Source: an optimization exercise on an open RTL-to-GDS flow (aim: small area). Production flows keep margins and buffers that such runs may drop. RTL that was checked went through simulation tests only; none was proved equivalent to the original. Power and IR drop assume default switching activity.

==> 06-05 <==
// alu_32
module alu_32(
    input clk, rst,
    input [31:0] a_in, b_in,
    input [3:0] select,
    output reg [31:0] y_out,
    output reg flag, carry_bit);
  wire [31:0] a_rev;
  genvar gi;
  generate for (gi = 0; gi < 32; gi = gi + 1) begin : rv
    assign a_rev[gi] = a_in[31 - gi];
  end endgenerate
  wire ng1;
  wire e2;
  wire s3;
  wire co4;
  wire s5;
  wire co6;
  wire s7;
  wire co8;
  wire s9;
  wire co10;
  wire s11;
  wire co12;
  wire s13;
  wire co14;
  wire s15;
  wire co16;
  wire s17;
  wire co18;
  wire s19;
  wire co20;
  wire s21;
  wire co22;
  wire s23;
  wire co24;
  wire s25;
  wire co26;
  wire s27;
  wire co28;
  wire s29;
  wire co30;
  wire s31;
  wire co32;
  wire s33;
  wire co34;
  wire s35;
  wire co36;
  wire s37;
  wire co38;
  wire s39;
  wire co40;
  wire s41;
  wire co42;
  wire s43;
  wire co44;
  wire s45;
  wire co46;
  wire s47;
  wire co48;
  wire s49;
  wire co50;
  wire s51;
  wire co52;
  wire s53;
  wire co54;
  wire s55;
  wire co56;
  wire s57;
  wire co58;
  wire s59;
  wire co60;
  wire s61;
  wire co62;
  wire s63;
  wire co64;
  wire s65;
  wire co66;
  ...
clock: 10.0 ns
lec_check: 0
cap_margin: 20
core_margin: 2
core_utilization: 40
slew_margin: 20
synth_hierarchical: 1
standard.sh (not shown) runs the stock make flow with config.mk's settings and CLKGATE_MAP_FILE= SYNTH_SCRIPT=/design/flow/synth_recipe.tcl, a recipe that flattens the netlist after the stock synthesis.
==> flow/flow/run.sh <==
#!/bin/bash
# Layout flow: the standard ORFS flow (standard.sh, unchanged synthesis),
# with the port buffers made of the smallest buffer cell instead of the
# default delay buffer, and power/area recovery on paths with positive slack
# after global routing. Each tool's output goes to a log in this folder.
set -euo pipefail
export BUFFER_PORTS_ARGS="-buffer_cell sky130_fd_sc_hd__buf_1"
export RECOVER_POWER=100
bash standard.sh > standard.log 2>&1
==> 11-04: changes against 06-05 <==
--- a/flow/design.v
+++ b/flow/design.v
@@ -671,95 +671,92 @@
   wire op_and = (select == 4'd5);
   wire op_or  = (select == 4'd6);
   wire op_xor = (select == 4'd7);
   wire op_not = (select == 4'd8);
   wire op_as  = op_add | op_sub;
-  wire big;
-  alu_big u_big (.b(b_in[31:5]), .y(big));
+  wire big = |b_in[31:5];
   wire op_sh  = op_srl | op_sll;   
   wire [31:0] x = op_srl ? a_rev : a_in;
-  wire [15:0] shd;
-  alu_dec u_dec (.s(b_in[4:1]), .en(op_sh), .d(shd));
   wire bx0 = b_in[0] ^ 1'b0;
   wire by0 = b_in[1] ^ b_in[0];
-  wire one0 = (op_mul & bx0) | (shd[0] & ~b_in[0]) | op_as;
-  wire two0 = (op_mul & by0 & ~bx0) | (shd[0] & b_in[0]);
+  wire one0 = (op_mul & bx0) | ((op_sh & (b_in[4:1] == 4'd0)) & ~b_in[0]) | op_as;
+  wire two0 = (op_mul & by0 & ~bx0) | ((op_sh & (b_in[4:1] == 4'd0)) & b_in[0]);
   wire neg0 = op_mul & b_in[1];
   wire bx1 = b_in[2] ^ b_in[1];
   wire by1 = b_in[3] ^ b_in[2];
-  wire one1 = (op_mul & bx1) | (shd[1] & ~b_in[0]);
-  wire two1 = (op_mul & by1 & ~bx1) | (shd[1] & b_in[0]);
+  wire one1 = (op_mul & bx1) | ((op_sh & (b_in[4:1] == 4'd1)) & ~b_in[0]);
+  wire two1 = (op_mul & by1 & ~bx1) | ((op_sh & (b_in[4:1] == 4'd1)) & b_in[0]);
   wire neg1 = op_mul & b_in[3];
   wire bx2 = b_in[4] ^ b_in[3];
   wire by2 = b_in[5] ^ b_in[4];
-  wire one2 = (op_mul & bx2) | (shd[2] & ~b_in[0]);
-  wire two2 = (op_mul & by2 & ~bx2) | (shd[2] & b_in[0]);
+  wire one2 = (op_mul & bx2) | ((op_sh & (b_in[4:1] == 4'd2)) & ~b_in[0]);
+  wire two2 = (op_mul & by2 & ~bx2) | ((op_sh & (b_in[4:1] == 4'd2)) & b_in[0]);
   wire neg2 = op_mul & b_in[5];
   wire bx3 = b_in[6] ^ b_in[5];
   wire by3 = b_in[7] ^ b_in[6];
-  wire one3 = (op_mul & bx3) | (shd[3] & ~b_in[0]);
-  wire two3 = (op_mul & by3 & ~bx3) | (shd[3] & b_in[0]);
+  wire one3 = (op_mul & bx3) | ((op_sh & (b_in[4:1] == 4'd3)) & ~b_in[0]);
+  wire two3 = (op_mul & by3 & ~bx3) | ((op_sh & (b_in[4:1] == 4'd3)) & b_in[0]);
   wire neg3 = op_mul & b_in[7];
   wire bx4 = b_in[8] ^ b_in[7];
   wire by4 = b_in[9] ^ b_in[8];
-  wire one4 = (op_mul & bx4) | (shd[4] & ~b_in[0]);
-  wire two4 = (op_mul & by4 & ~bx4) | (shd[4] & b_in[0]);
+  wire one4 = (op_mul & bx4) | ((op_sh & (b_in[4:1] == 4'd4)) & ~b_in[0]);
+  wire two4 = (op_mul & by4 & ~bx4) | ((op_sh & (b_in[4:1] == 4'd4)) & b_in[0]);
   wire neg4 = op_mul & b_in[9];
   wire bx5 = b_in[10] ^ b_in[9];
   wire by5 = b_in[11] ^ b_in[10];
-  wire one5 = (op_mul & bx5) | (shd[5] & ~b_in[0]);
-  wire two5 = (op_mul & by5 & ~bx5) | (shd[5] & b_in[0]);
+  wire one5 = (op_mul & bx5) | ((op_sh & (b_in[4:1] == 4'd5)) & ~b_in[0]);
+  wire two5 = (op_mul & by5 & ~bx5) | ((op_sh & (b_in[4:1] == 4'd5)) & b_in[0]);
   wire neg5 = op_mul & b_in[11];
   wire bx6 = b_in[12] ^ b_in[11];
   wire by6 = b_in[13] ^ b_in[12];
-  wire one6 = (op_mul & bx6) | (shd[6] & ~b_in[0]);
-  wire two6 = (op_mul & by6 & ~bx6) | (shd[6] & b_in[0]);
+  wire one6 = (op_mul & bx6) | ((op_sh & (b_in[4:1] == 4'd6)) & ~b_in[0]);
+  wire two6 = (op_mul & by6 & ~bx6) | ((op_sh & (b_in[4:1] == 4'd6)) & b_in[0]);
   wire neg6 = op_mul & b_in[13];
   wire bx7 = b_in[14] ^ b_in[13];
   wire by7 = b_in[15] ^ b_in[14];
-  wire one7 = (op_mul & bx7) | (shd[7] & ~b_in[0]);
-  wire two7 = (op_mul & by7 & ~bx7) | (shd[7] & b_in[0]);
+  wire one7 = (op_mul & bx7) | ((op_sh & (b_in[4:1] == 4'd7)) & ~b_in[0]);
+  wire two7 = (op_mul & by7 & ~bx7) | ((op_sh & (b_in[4:1] == 4'd7)) & b_in[0]);
   wire neg7 = op_mul & b_in[15];
   wire bx8 = b_in[16] ^ b_in[15];
   wire by8 = b_in[17] ^ b_in[16];
-  wire one8 = (op_mul & bx8) | (shd[8] & ~b_in[0]);
-  wire two8 = (op_mul & by8 & ~bx8) | (shd[8] & b_in[0]);
+  wire one8 = (op_mul & bx8) | ((op_sh & (b_in[4:1] == 4'd8)) & ~b_in[0]);
+  wire two8 = (op_mul & by8 & ~bx8) | ((op_sh & (b_in[4:1] == 4'd8)) & b_in[0]);
   wire neg8 = op_mul & b_in[17];
   wire bx9 = b_in[18] ^ b_in[17];
   wire by9 = b_in[19] ^ b_in[18];
-  wire one9 = (op_mul & bx9) | (shd[9] & ~b_in[0]);
-  wire two9 = (op_mul & by9 & ~bx9) | (shd[9] & b_in[0]);
+  wire one9 = (op_mul & bx9) | ((op_sh & (b_in[4:1] == 4'd9)) & ~b_in[0]);
+  wire two9 = (op_mul & by9 & ~bx9) | ((op_sh & (b_in[4:1] == 4'd9)) & b_in[0]);
   wire neg9 = op_mul & b_in[19];
   wire bx10 = b_in[20] ^ b_in[19];
   wire by10 = b_in[21] ^ b_in[20];
-  wire one10 = (op_mul & bx10) | (shd[10] & ~b_in[0]);
-  wire two10 = (op_mul & by10 & ~bx10) | (shd[10] & b_in[0]);
+  wire one10 = (op_mul & bx10) | ((op_sh & (b_in[4:1] == 4'd10)) & ~b_in[0]);
+  wire two10 = (op_mul & by10 & ~bx10) | ((op_sh & (b_in[4:1] == 4'd10)) & b_in[0]);
   wire neg10 = op_mul & b_in[21];
   wire bx11 = b_in[22] ^ b_in[21];
   wire by11 = b_in[23] ^ b_in[22];
-  wire one11 = (op_mul & bx11) | (shd[11] & ~b_in[0]);
-  wire two11 = (op_mul & by11 & ~bx11) | (shd[11] & b_in[0]);
+  wire one11 = (op_mul & bx11) | ((op_sh & (b_in[4:1] == 4'd11)) & ~b_in[0]);
+  wire two11 = (op_mul & by11 & ~bx11) | ((op_sh & (b_in[4:1] == 4'd11)) & b_in[0]);
   wire neg11 = op_mul & b_in[23];
   wire bx12 = b_in[24] ^ b_in[23];
   wire by12 = b_in[25] ^ b_in[24];
-  wire one12 = (op_mul & bx12) | (shd[12] & ~b_in[0]);
-  wire two12 = (op_mul & by12 & ~bx12) | (shd[12] & b_in[0]);
+  wire one12 = (op_mul & bx12) | ((op_sh & (b_in[4:1] == 4'd12)) & ~b_in[0]);
+  wire two12 = (op_mul & by12 & ~bx12) | ((op_sh & (b_in[4:1] == 4'd12)) & b_in[0]);
   wire neg12 = op_mul & b_in[25];
   wire bx13 = b_in[26] ^ b_in[25];
   wire by13 = b_in[27] ^ b_in[26];
-  wire one13 = (op_mul & bx13) | (shd[13] & ~b_in[0]);
-  wire two13 = (op_mul & by13 & ~bx13) | (shd[13] & b_in[0]);
+  wire one13 = (op_mul & bx13) | ((op_sh & (b_in[4:1] == 4'd13)) & ~b_in[0]);
+  wire two13 = (op_mul & by13 & ~bx13) | ((op_sh & (b_in[4:1] == 4'd13)) & b_in[0]);
   wire neg13 = op_mul & b_in[27];
   wire bx14 = b_in[28] ^ b_in[27];
   wire by14 = b_in[29] ^ b_in[28];
-  wire one14 = (op_mul & bx14) | (shd[14] & ~b_in[0]);
-  wire two14 = (op_mul & by14 & ~bx14) | (shd[14] & b_in[0]);
+  wire one14 = (op_mul & bx14) | ((op_sh & (b_in[4:1] == 4'd14)) & ~b_in[0]);
+  wire two14 = (op_mul & by14 & ~bx14) | ((op_sh & (b_in[4:1] == 4'd14)) & b_in[0]);
   wire neg14 = op_mul & b_in[29];
   wire bx15 = b_in[30] ^ b_in[29];
   wire by15 = b_in[31] ^ b_in[30];
-  wire one15 = (op_mul & bx15) | (shd[15] & ~b_in[0]);
-  wire two15 = (op_mul & by15 & ~bx15) | (shd[15] & b_in[0]);
+  wire one15 = (op_mul & bx15) | ((op_sh & (b_in[4:1] == 4'd15)) & ~b_in[0]);
+  wire two15 = (op_mul & by15 & ~bx15) | ((op_sh & (b_in[4:1] == 4'd15)) & b_in[0]);
   wire neg15 = op_mul & b_in[31];
   wire xc1 = neg1 | op_sub;
   wire [272-1:0] ppv;
   alu_ppa u_ppa (.x(x), .one(one_v), .two(two_v), .xc(xc_v), .e(op_as), .b(b_in), .pp(ppv));
   wire [15:0] one_v = {one15, one14, one13, one12, one11, one10, one9, one8, one7, one6, one5, one4, one3, one2, one1, one0};
@@ -1176,19 +1173,10 @@
   assign co = a & b;
 endmodule
 module alu_xor(input a, b, output y);
   assign y = a ^ b;
 endmodule
-module alu_big(input [26:0] b, output y);
-  assign y = |b;
-endmodule
-module alu_dec(input [3:0] s, input en, output [15:0] d);
-  genvar i;
-  generate for (i = 0; i < 16; i = i + 1) begin : g
-    assign d[i] = en & (s == i);
-  end endgenerate
-endmodule
 module alu_gp(input g1, p1, g0, p0, output g, p);
   assign g = g1 | (p1 & g0);
   assign p = p1 & p0;
 endmodule
 module alu_g(input g1, p1, g0, output g);
==> flow/run.sh (new file) <==
#!/bin/bash
# synth_recipe.tcl (not shown) runs the flow's synth.tcl, then flattens the netlist and writes it again
# the make line also repeats each setting of config.mk as NAME=value (left out here)
make -C /OpenROAD-flow-scripts/flow DESIGN_CONFIG=/design/flow/config.mk WORK_HOME=/design/flow/orfs CLKGATE_MAP_FILE= SYNTH_SCRIPT=/design/flow/synth_recipe.tcl finish
removed: flow/flow/run.sh
removed: flow/standard.sh
==> PnR_summary.wiki <==
{| class="wikitable"
! Metric !! Value
|-
| Design Power || 1590 µW
|-
| Source of the worst hold timing path || carry_bit$_SDFFE_PP0P_
|-
| Minimum setup slack among reg-to-reg paths || between 9 and 10 ns
|-
| Post-route design area || 15900 µm²
|-
| Result of the run || complete, no violations
|-
| Core Rows || 70
|-
| WL met1 || 24200 µm
|-
| Clock group || between 150 and 200 µW
|-
| Number of logic inverters in the finished layout || 48
|}
the above is filed under 06-05

==> PnR_summary.wiki <==
{| class="wikitable"
! Metric !! Value
|-
| Source of the worst hold timing path || carry_bit$_SDFFE_PP0N_
|-
| Core Rows || 71
|-
| Post-route design area || ~17000 µm²
|-
| Number of logic inverters in the finished layout || 40
|-
| Result of the run || complete, no violations
|-
| Minimum setup slack among reg-to-reg paths || 9.34 ns
|}
the above is filed under 11-04

Only the layout flow was run in 11-04; the RTL was not checked for function there.

-- separate check: timing with driven ports --
How much do the figures lean on ideal ports? The routed layouts below were timed once more, with nothing changed but the port constraints. Step 1 assumes that a clkbuf_16 drives the clock port and a buf_2 every other input. Step 2 times the ports against the registers' clock, not the clock port: input delays grow and output delays shrink by t, the midpoint of the rising clock arrivals with the driver on. Slacks: no drivers / after step 1 / after step 2; pairs: no drivers / after step 1.
run	t (ns)	setup slack, ns	slew at the worst register clock pin (ns)	worst data-port slew with drivers (ns)
06-05	0.319	0.303 / 0.322 / 0.004	0.06 / 0.06	0.04
11-04	0.331	0.351 / 0.371 / 0.040	0.07 / 0.07	0.05
After both steps every run listed still meets setup and hold. For 11-04, which loses most, drivers alone change the setup slack by +0.020 ns; drivers and shift together by -0.311 ns.
